What follows belongs to an exercise in optimizing a design on an open flow for small area and a short achievable clock period; a production flow would make more cautious choices.
In this exercise RTL edits were held to simulation tests only and were not proved equivalent to the original.
Power is estimated from default activity; no workload was simulated.

File: run.sh
#!/bin/bash
# synth_recipe.tcl (not shown) runs the flow's synth.tcl, then flattens the netlist and writes it again
# the make line also repeats each setting of config.mk as NAME=value (left out here)
make -C /OpenROAD-flow-scripts/flow DESIGN_CONFIG=/design/flow/config.mk WORK_HOME=/design/flow/orfs CLKGATE_MAP_FILE= SYNTH_SCRIPT=/design/flow/synth_recipe.tcl finish
File: config.mk
export PLATFORM = sky130hd
export DESIGN_NAME = sobel_mod
export DESIGN_NICKNAME = sobel_mod
export VERILOG_FILES = /design/flow/design.v
export SDC_FILE = /design/flow/constraint.sdc
export NUM_CORES = 4
export LEC_CHECK = 0
export CAP_MARGIN = 20
export CORE_MARGIN = 2
export CORE_UTILIZATION = 40
export PLACE_DENSITY = 0.6
export SLEW_MARGIN = 20
File: constraint.sdc
create_clock -name core_clock -period 5.5 [get_ports {clk}]
set_input_delay 1.1000 -clock core_clock [delete_from_list [all_inputs] [get_ports {clk}]]
set_output_delay 1.1000 -clock core_clock [all_outputs]
set_load 0.01 [all_outputs]
File: design.v
`timescale 1ns / 1ps
module rgb_to_grayscale(
    input clk,
    input rst,
    input [7:0] red_i,
    input [7:0] green_i,
    input [7:0] blue_i,
    input done_i,
    output reg [7:0] grayscale_o,
    output reg done_o
    );
always @(posedge clk) begin
    if(rst) begin
        grayscale_o <= 0;
        done_o <= 0;
    end else begin
        if(done_i == 1) begin
            grayscale_o <= (red_i>>2) + (red_i>>5) + (green_i>>1) + (green_i>>4) + (blue_i>>4) + (blue_i>>5);
            done_o <= 1'b1;
        end else begin
            grayscale_o <= 0;
            done_o <= 0;
        end
    end
end
endmodule
`timescale 1ns / 1ps
module fifo_single_line_buffer(
    input clk,
    input rst,
    input we_i,
    input [7:0] data_i,
    output [7:0] data_o,
    output done_o
    );
localparam COLS = 160;
reg [8*COLS-1:0] line_data;
reg [7:0] iCounter;
assign data_o = line_data[8*COLS-1:8*COLS-8];
assign done_o = (we_i == 1 && iCounter == COLS) ? 1 : 0;
always @(posedge clk) begin
    if(rst) begin
        line_data <= 0;
    end else begin
        if(we_i == 1) begin
            line_data <= {line_data[8*COLS-9:0], data_i};
        end
    end
end
always @(posedge clk) begin
    if(rst) begin
        iCounter <= 0;
    end else begin
        if(we_i == 1) begin
            iCounter <= (iCounter == COLS) ? iCounter : iCounter + 1;
        end
    end
end
endmodule
`timescale 1ns / 1ps
module fifo_double_line_buffer(
    input clk,
    input rst,
    input we_i,
    input [7:0] data_i,
    output [7:0] data0_o,
    output [7:0] data1_o,
    output [7:0] data2_o,
    output done_o
    );
wire [7:0] fifo1_data, fifo2_data;
wire fifo1_done, fifo2_done;  
assign data0_o = data_i;
assign data1_o = fifo1_data;
assign data2_o = fifo2_data;
assign done_o = fifo1_done; 
fifo_single_line_buffer FIFO_SINGLE_LINE_BUFFER_01(
    .clk(clk),
    .rst(rst),
    .we_i(we_i),
    .data_i(data_i),
    .data_o(fifo1_data),
    .done_o(fifo1_done)
);
fifo_single_line_buffer FIFO_SINGLE_LINE_BUFFER_02(
    .clk(clk),
    .rst(rst),
    .we_i(fifo1_done),
    .data_i(fifo1_data),
    .data_o(fifo2_data),
    .done_o(fifo2_done)
);   
endmodule
`timescale 1ns / 1ps
module sobel_data_modulate(
    input clk,
    input rst,
    input [7:0] d0_i,
    input [7:0] d1_i,
    input [7:0] d2_i,
    input done_i,
    output reg[7:0] d0_o,
    output reg[7:0] d1_o,
    output reg[7:0] d2_o,
    output reg[7:0] d3_o,
    output reg[7:0] d4_o,
    output reg[7:0] d5_o,
    output reg[7:0] d6_o,
    output reg[7:0] d7_o,    
    output reg[7:0] d8_o, 
    output done_o         
    );
localparam ROWS = 120;
localparam COLS = 160;
reg [9:0] iRows, iCols;
reg [7:0] iCounter;
reg [7:0] data0, data1, data2, data3, data4, data5, data6, data7, data8;
reg done_q;
assign done_o = (done_q == 1 && iCounter == 2) ? 1 : 0;
always @(posedge clk) begin
    if(rst) begin
        done_q <= 0;
    end else begin
        done_q <= done_i;
    end
end
always @(posedge clk) begin
    if(rst) begin
        iRows <= 0;
        iCols <= 0;
    end else begin
        if(done_o == 1) begin
            iCols <= (iCols == COLS - 1) ? 0 : iCols + 1;
            if(iCols == COLS - 1)
                iRows <= (iRows == ROWS - 1) ? 0 : iRows + 1;
        end    
    end
end
always @(*) begin
    if(rst) begin       
        d0_o <= 0;
        d1_o <= 0;
        d2_o <= 0;
        d3_o <= 0;
        d4_o <= 0;
        d5_o <= 0;
        d6_o <= 0;
        d7_o <= 0;
        d8_o <= 0;
    end else begin
        d0_o <= 0;
        d1_o <= 0;
        d2_o <= 0;
        d3_o <= 0;
        d4_o <= 0;
        d5_o <= 0;
        d6_o <= 0;
        d7_o <= 0;
        d8_o <= 0;
        if(done_o == 1) begin 
            if(iRows == 0 && iCols == 0) begin
                d0_o <= 0;
                d1_o <= 0;
                d2_o <= 0;
                d3_o <= 0;
                d4_o <= data4;
                d5_o <= data5;
                d6_o <= 0;
                d7_o <= data7;
                d8_o <= data8;
            end else if(iRows == 0 && iCols > 0 && iCols < COLS - 1)  begin
                d0_o <= 0;
                d1_o <= 0;
                d2_o <= 0;
                d3_o <= data3;
                d4_o <= data4;
                d5_o <= data5;
                d6_o <= data6;
                d7_o <= data7;
                d8_o <= data8;
            end else if(iRows == 0 && iCols == COLS - 1) begin
                d0_o <= 0;
                d1_o <= 0;
                d2_o <= 0;
                d3_o <= data3;
                d4_o <= data4;
                d5_o <= 0;
                d6_o <= data6;
                d7_o <= data7;
                d8_o <= 0; 
            end else if(iRows > 0 && iRows < ROWS - 1 &&iCols == 0) begin
                d0_o <= 0;
                d1_o <= data1;
                d2_o <= data2;
                d3_o <= 0;
                d4_o <= data4;
                d5_o <= data5;
                d6_o <= 0;
                d7_o <= data7;
                d8_o <= data8; 
            end else if(iRows > 0 && iRows < ROWS - 1 && iCols > 0 && iCols < COLS - 1) begin
                d0_o <= data0;
                d1_o <= data1;
                d2_o <= data2;
                d3_o <= data3;
                d4_o <= data4;
                d5_o <= data5;
                d6_o <= data6;
                d7_o <= data7;
                d8_o <= data8;     
            end else if(iRows > 0 && iRows < ROWS - 1 && iCols == COLS - 1) begin
                d0_o <= data0;
                d1_o <= data1;
                d2_o <= 0;
                d3_o <= data3;
                d4_o <= data4;
                d5_o <= 0;
                d6_o <= data6;
                d7_o <= data7;
                d8_o <= 0;
            end else if(iRows == ROWS - 1 && iCols == 0) begin
                d0_o <= 0;
                d1_o <= data1;
                d2_o <= data2;
                d3_o <= 0;
                d4_o <= data4;
                d5_o <= data5;
                d6_o <= 0;
                d7_o <= 0;
                d8_o <= 0;
            end else if(iRows == ROWS - 1 && iCols > 0 && iCols < COLS - 1) begin
                d0_o <= data0;
                d1_o <= data1;
                d2_o <= data2;
                d3_o <= data3;
                d4_o <= data4;
                d5_o <= data5;
                d6_o <= 0;
                d7_o <= 0;
                d8_o <= 0;         
            end else if(iRows == ROWS - 1 && iCols == COLS - 1) begin
                d0_o <= data0;
                d1_o <= data1;
                d2_o <= 0;
                d3_o <= data3;
                d4_o <= data4;
                d5_o <= 0;
                d6_o <= 0;
                d7_o <= 0;
                d8_o <= 0;          
            end
        end
    end
end
always @(posedge clk) begin
    if(rst) begin
        iCounter <= 0;
    end else begin
        if(done_i == 1) begin
            iCounter <= (iCounter == 2) ? iCounter : iCounter + 1;
        end
    end
end
always @(posedge clk) begin
    if(rst) begin
         data0 <= 0;
         data1 <= 0;
         data2 <= 0;
         data3 <= 0;
         data4 <= 0;
         data5 <= 0;
         data6 <= 0;
         data7 <= 0;
         data8 <= 0;
    end
    else begin
        if(done_i == 1) begin
            data0 <= data1;
            data1 <= data2;
            data2 <= d2_i;
            data3 <= data4;
            data4 <= data5;
            data5 <= d1_i;
            data6 <= data7;
            data7 <= data8;
            data8 <= d0_i;
        end
    end
end
endmodule
`timescale 1ns / 1ps
module sobel_data_buffer(
    input clk,
    input rst,
    input [7:0] grayscale_i,
    input done_i,
    output [7:0] d0_o,
    output [7:0] d1_o,
    output [7:0] d2_o,
    output [7:0] d3_o,
    output [7:0] d4_o,
    output [7:0] d5_o,
    output [7:0] d6_o,
    output [7:0] d7_o,
    output [7:0] d8_o,
    output done_o       
    );
wire [7:0] double_line_fifo_data0;
wire [7:0] double_line_fifo_data1;
wire [7:0] double_line_fifo_data2;
wire       double_line_fifo_done;
    fifo_double_line_buffer FIFO_DOUBLE_LINE_BUFFER(
    .clk(clk),
    .rst(rst),
    .we_i(done_i),
    .data_i(grayscale_i),
    .data0_o(double_line_fifo_data0),
    .data1_o(double_line_fifo_data1),
    .data2_o(double_line_fifo_data2),
    .done_o(double_line_fifo_done)
);
sobel_data_modulate SOBEL_DATA_MODULATE(
   .clk(clk),
   .rst(rst),
   .d0_i(double_line_fifo_data0),
   .d1_i(double_line_fifo_data1),
   .d2_i(double_line_fifo_data2),
   .done_i(double_line_fifo_done),
    .d0_o(d0_o),
    .d1_o(d1_o),
    .d2_o(d2_o),
    .d3_o(d3_o),
    .d4_o(d4_o),
    .d5_o(d5_o),
    .d6_o(d6_o),
    .d7_o(d7_o),    
    .d8_o(d8_o), 
    .done_o(done_o)         
    );
endmodule
`timescale 1ns / 1ps
module sobel_calc(
    input clk,
    input rst,
    input [7:0] d0_i,
    input [7:0] d1_i,
    input [7:0] d2_i,
    input [7:0] d3_i,
    input [7:0] d4_i,
    input [7:0] d5_i,
    input [7:0] d6_i,
    input [7:0] d7_i,
    input [7:0] d8_i,
    input done_i,
    output reg [7:0] grayscale_o,
    output done_o
    );
reg [9:0] gx_p;  
reg [9:0] gx_n;  
reg [9:0] gx_d;  
reg [9:0] gy_p;  
reg [9:0] gy_n;  
reg [9:0] gy_d;  
reg [10:0] g_sum;  
reg [3:0] done_shift;
always @(posedge clk) begin
    if(rst) begin
        gx_p <= 0;
        gx_n <= 0;
    end else begin
        gx_p <= d6_i + (d3_i << 1) + d0_i;
        gx_n <= d8_i + (d5_i << 1) + d2_i;
    end
end
always @(posedge clk) begin
    if(rst) begin
        gy_p <= 0;
        gy_n <= 0;
    end else begin
        gy_p <= d0_i + (d1_i << 1) + d2_i;
        gy_n <= d6_i + (d7_i << 1) + d8_i;
    end
end
always @(posedge clk) begin
    if(rst) begin
        gx_d <= 0;
    end else begin
        gx_d <= (gx_p >= gx_n) ? (gx_p - gx_n): (gx_n - gx_p);
    end
end
always @(posedge clk) begin
    if(rst) begin
        gy_d <= 0;
    end else begin
        gy_d <= (gy_p >= gy_n) ? (gy_p - gy_n): (gy_n - gy_p);
    end
end
always @(posedge clk) begin
    if(rst) begin
        g_sum <= 0;
    end else begin
        g_sum <= gx_d + gy_d;
    end
end
always @(posedge clk) begin
    if(rst) begin
        grayscale_o <= 0;
    end else begin
        grayscale_o <= (g_sum >= 8'd60) ? 8'd225 : g_sum[7:0];
    end
end
always @(posedge clk) begin
    if(rst) begin
        done_shift <= 0;
    end else begin
        done_shift <= {done_shift[2:0], done_i};
    end
end
assign done_o = done_shift[3];
endmodule
`timescale 1ns / 1ps
module sobel_kernel(
    input clk,
    input rst,
    input [7:0] grayscale_i,
    input done_i,
    output [7:0] grayscale_o,
    output done_o
    );
wire [7:0] data [0:8];
wire sobel_data_buffer_done;
sobel_data_buffer SOBEL_DATA_BUFFER(
    .clk(clk),
    .rst(rst),
    .grayscale_i(grayscale_i),
    .done_i(done_i),
     .d0_o(data[0]),
     .d1_o(data[1]),
     .d2_o(data[2]),
     .d3_o(data[3]),
     .d4_o(data[4]),
     .d5_o(data[5]),
     .d6_o(data[6]),
     .d7_o(data[7]),
     .d8_o(data[8]),
     .done_o(sobel_data_buffer_done)       
    );
sobel_calc SOBEL_CALC(
     .clk(clk),
     .rst(rst),
     .d0_i(data[0]),
     .d1_i(data[1]),
     .d2_i(data[2]),
     .d3_i(data[3]),
     .d4_i(data[4]),
     .d5_i(data[5]),
     .d6_i(data[6]),
     .d7_i(data[7]),
     .d8_i(data[8]),
     .done_i(sobel_data_buffer_done),
     .grayscale_o(grayscale_o),
     .done_o(done_o)
    );
endmodule
`timescale 1ns / 1ps
module grayscale_to_rgb(
    input clk,
    input rst,
    input [7:0] grayscale_i,
    input done_i,
    output reg [7:0] red_o,
    output reg [7:0] green_o,
    output reg [7:0] blue_o,
    output reg done_o
    );
always @(posedge clk) begin
    if(rst) begin
        red_o   <= 8'd0;
        green_o <= 8'd0;
        blue_o  <= 8'd0;
        done_o  <= 1'd0;
    end else begin
        if(done_i) begin
            red_o   <= grayscale_i;
            green_o <= grayscale_i;
            blue_o  <= grayscale_i;
        end
        done_o <= done_i;
    end
end
endmodule
`timescale 1ns / 1ps
module sobel_mod(
    input clk,
    input rst,
    input [7:0] cam_red_i,
    input [7:0] cam_green_i,
    input [7:0] cam_blue_i,
    input cam_done_i,
    output [7:0] sobel_red_o,
    output [7:0] sobel_green_o,
    output [7:0] sobel_blue_o,
    output sobel_done_o
    );
wire [7:0] sobel_grayscale_i;
wire sobel_grayscale_i_done;
wire [7:0] sobel_grayscale_o;
wire sobel_grayscale_o_done;
rgb_to_grayscale RGB_TO_GRAYSCALE(
    .clk(clk),
    .rst(rst),
    .red_i(cam_red_i),
    .green_i(cam_green_i),
    .blue_i(cam_blue_i),
    .done_i(cam_done_i),
    .grayscale_o(sobel_grayscale_i),
    .done_o(sobel_grayscale_i_done)
);
sobel_kernel SOBEL_KERNEL(
    .clk(clk),
    .rst(rst),
    .grayscale_i(sobel_grayscale_i),
    .done_i(sobel_grayscale_i_done),
    .grayscale_o(sobel_grayscale_o),
    .done_o(sobel_grayscale_o_done)
);
grayscale_to_rgb GRAYSCALE_TO_RGB(
    .clk(clk),
    .rst(rst),
    .grayscale_i(sobel_grayscale_o),
    .done_i(sobel_grayscale_o_done),
    .red_o(sobel_red_o),
    .green_o(sobel_green_o),
    .blue_o(sobel_blue_o),
     .done_o(sobel_done_o)
    );
endmodule
==> impl_results.md <==
* Worst Max-Slew Pin Slew at 1190 ps
* RSZ-0062 raised after global routing: false
* Arr. time, crit path at 5600 ps
* CTS root buffer: clkbuf_16
* Layout cell share with drive strength beyond 1 at 5.26%
* Max cap viols at 0
* CTS sink cnt at 2746
* Register area share after synthesis at 55.3%
* DP Cell Count at 13700
* Hold Path Class: flop to flop
* Bufs on Longest Clock Path at 4
* Slowest stage delay, CP at 550 ps
* Final setup viols at 0
* Clock-pin slew on the worst setup and hold paths at 60 ps
* Initial Util at 40.1%
* Post-CTS Setup Inserts at 0
* CTS tree: built
* Layout Cells excl Fill at 14200
* Post-synthesis cell area at 99500 um2
* Clk latency of the worst-skew pair at 910 ps
* Critical path class: flop to flop
* Cts bufs inserted at 297
* Synth Instances at 11000
* Global router's overall resource usage at 12.9%
* Drt via density at 4.72
* Async SR Flop Fraction at 0%
* Die width at 503 um
* Initial antenna violation count at 2
* Pwr Density at 360 nW/um2
* Setup crit end kind: flop
* Fin crit period at 4850 ps
* Core Area at 248000 um2
* Yosys top cell area share at 55.3%
* Worst-path cell chain: inv_1 > ha_1 > nor4b_4 > and3_1 > o211ai_1 > nor2_1 > buf_4 > nand2_1 > fa_1 > inv_1 > ha_1 > a21o_1 > a21oi_1 > o21bai_1 > a2111oi_0 > or3_1 > mux2_2
* Slew HR at 20.4%
* Number of enable flip-flop cells after synthesis at 0
* Leakage at 39.9 nW
* Port Buffers at 44
* Pre-antenna DRT Iters at 5
* Critical path's slowest cell: fa_1
* Routability cong. at 0.784
* Area Growth Syn to Fin at 11.9%
* DP Wirelength at 95700 um
* Row Count at 183
* Hold_buf cts at 0
* Avg Cell Area, Syn at 9.03 um2
* Vias in the first global route at 64500
* Pwr Total at 40.1 mW
* CP Max Fanout at 8
* Fin. max-slew vios at 0
* Commonest non-fill, non-tap cell in the layout: dfxtp_1
* Die height at 503 um
* Yosys top cell by area: dfxtp_1
* Maximum VDD drop at 0.307 mV
* 1st-iter DRT viols at 4005
* WP data required at 6260 ps
* Setup crit start kind: flop
* H-tree levels at 5
* Final #Nets at 10900
* Outcome: no timing/DRC/antenna violations
* FF+latch count, synth at 2746
* DRT Wirelength at 166000 um
* Vias at 67200
* Worst Skew at 53.4 ps
* Pin count of the biggest net entering global routing at 227
* Crit share post-route at 88.1%
* Antenna-violating nets left at 0
* Area contributors post-synth: dfxtp_1 (55%), mux2i_1 (13%), nand2_1 (10%), a21oi_1 (6.9%), nor2_1 (5.3%)
* DRC at 0
* First-pass GRT wire length at 289000 um
* WL per Instance at 11.7 um
* CTS resizes at 0
* Die area at 253000 um2
* Fmax at 0.206 GHz
* Fin. Hold Viols at 0
* # IOs at 52
* Commonest non-fill, non-tap cells in the layout: dfxtp_1 (2745), nand2_1 (2731), nor2_1 (1414), a21oi_1 (1373), mux2i_1 (1297)
* Distinct cells, synth at 76
* GRT overflow at 0
* Yosys synthesis warning count at 6
* Main synth FF type: dfxtp_1
* Hold slack at 399 ps
* Mapped Nets at 11200
worst max-delay path, delay by kind of cell, from the launching register on:
kind,cells,cell delay (ps)
AND/OR/NAND/NOR,5,1510
AO/OA/AOI/OAI,5,1180
adder cells (fa/ha/maj),3,990
buffers and inverters,3,360
flip-flops,1,340
multiplexers,1,330
logic make-up (layout without fill, tap and decap cells):
logic type               count (synthesis)  count (layout)  share of synthesized area [%]
AND/OR/NAND/NOR                       4343            4343                           17.0
flip-flops                            2746            2746                           55.3
AO/OA/AOI/OAI                         1496            1496                           7.85
multiplexers                          1312            1312                           13.2
buffers and inverters                  902             785                           3.82
adder cells (fa/ha/maj)                160             160                           2.38
XOR/XNOR                                56              56                          0.493
other                                    0               2                              0
power by group:
part,internal [mW],leakage (nW),switching (mW),total (mW)
Clock,11.5,4.67,7.54,19.0
Sequential,19.9,22.1,0.0485,20.0
Combinational,0.394,13.1,0.670,1.06
synthesized netlist by cell type (all sizes together), types with 31 or more instances:
library cell and number:
inv 131, a21oi 1373, nor3 32, dfxtp 2746, nor2 1418, nand2 2731, and2 48, o21ai 31
nor2b 41, clkbuf 425, mux2i 1297, ha 111, fa 49, buf 345
through the flow:
stage	worst slack (ps)	utilization, %	instance area (um2)	setup TNS, ps
floorplan	736	-	99500	0
global placement	-294	41.1	102000	-472
detailed placement	-241	41.1	102000	-324
CTS	616	44.9	111000	0
global route	230	44.9	111000	0
finish	654	44.9	111000	0
routing by layer:
metal  share of wire (%)  wire length (um)  GRT usage [%]  vias to the layer above
li1                    -                 -              -                    35100
met1                  49             81000           16.2                    31100
met2                  46             75900           22.3                      643
met3                 3.1              5220           2.34                      310
met4                 2.3              3830           3.93                        0
met5                   0                 0              0                        -
path summary, 6_finish.rpt:
path	cells after the start	slack (ps)	start	end
max	17	650	flop	SOBEL_KERNEL.SOBEL_CALC.gy_n[8]
min	2	400	flop	flop
max reg2reg	17	650	flop	SOBEL_KERNEL.SOBEL_CALC.gy_n[8]
min reg2reg	2	400	flop	flop
final cells by class:
class / count / area (um2)
antenna: 2 / 5.00
clock buffer: 437 / 8800
clock inverter: 70 / 658
multi-input combinational: 7367 / 40700
fill: 23700 / 137000
timing repair buffer: 146 / 1550
inverter: 132 / 495
tap: 3330 / 4170
sequential: 2746 / 55000

-- re-timing with driven ports --
The flow's constraints put no driver on any port. The routed layout listed below was extracted and timed again, unchanged, in two steps.
Step 1, drivers: a clkbuf_16 drives clk and a buf_2 each remaining input, both assumed.
Step 2 adds t to the input delays and takes it off the output delays; t is the mean of the earliest and latest rising clock arrival at the registers after step 1. Input paths then give back, and output paths get back, about the clock's delay inside the block.
Slacks: no drivers / after step 1 / after step 2; pairs: no drivers / after step 1.
shift t [ns]: 0.967
setup slack, ns: 0.654 / 0.654 / -0.192
worst setup path after step 2: input to register
worst register clock-pin slew, ns: 0.07 / 0.07
Met with ideal ports but missed after step 2: setup timing in this run. For this run, drivers alone change the setup slack by 0.000 ns; drivers and shift together by -0.846 ns.
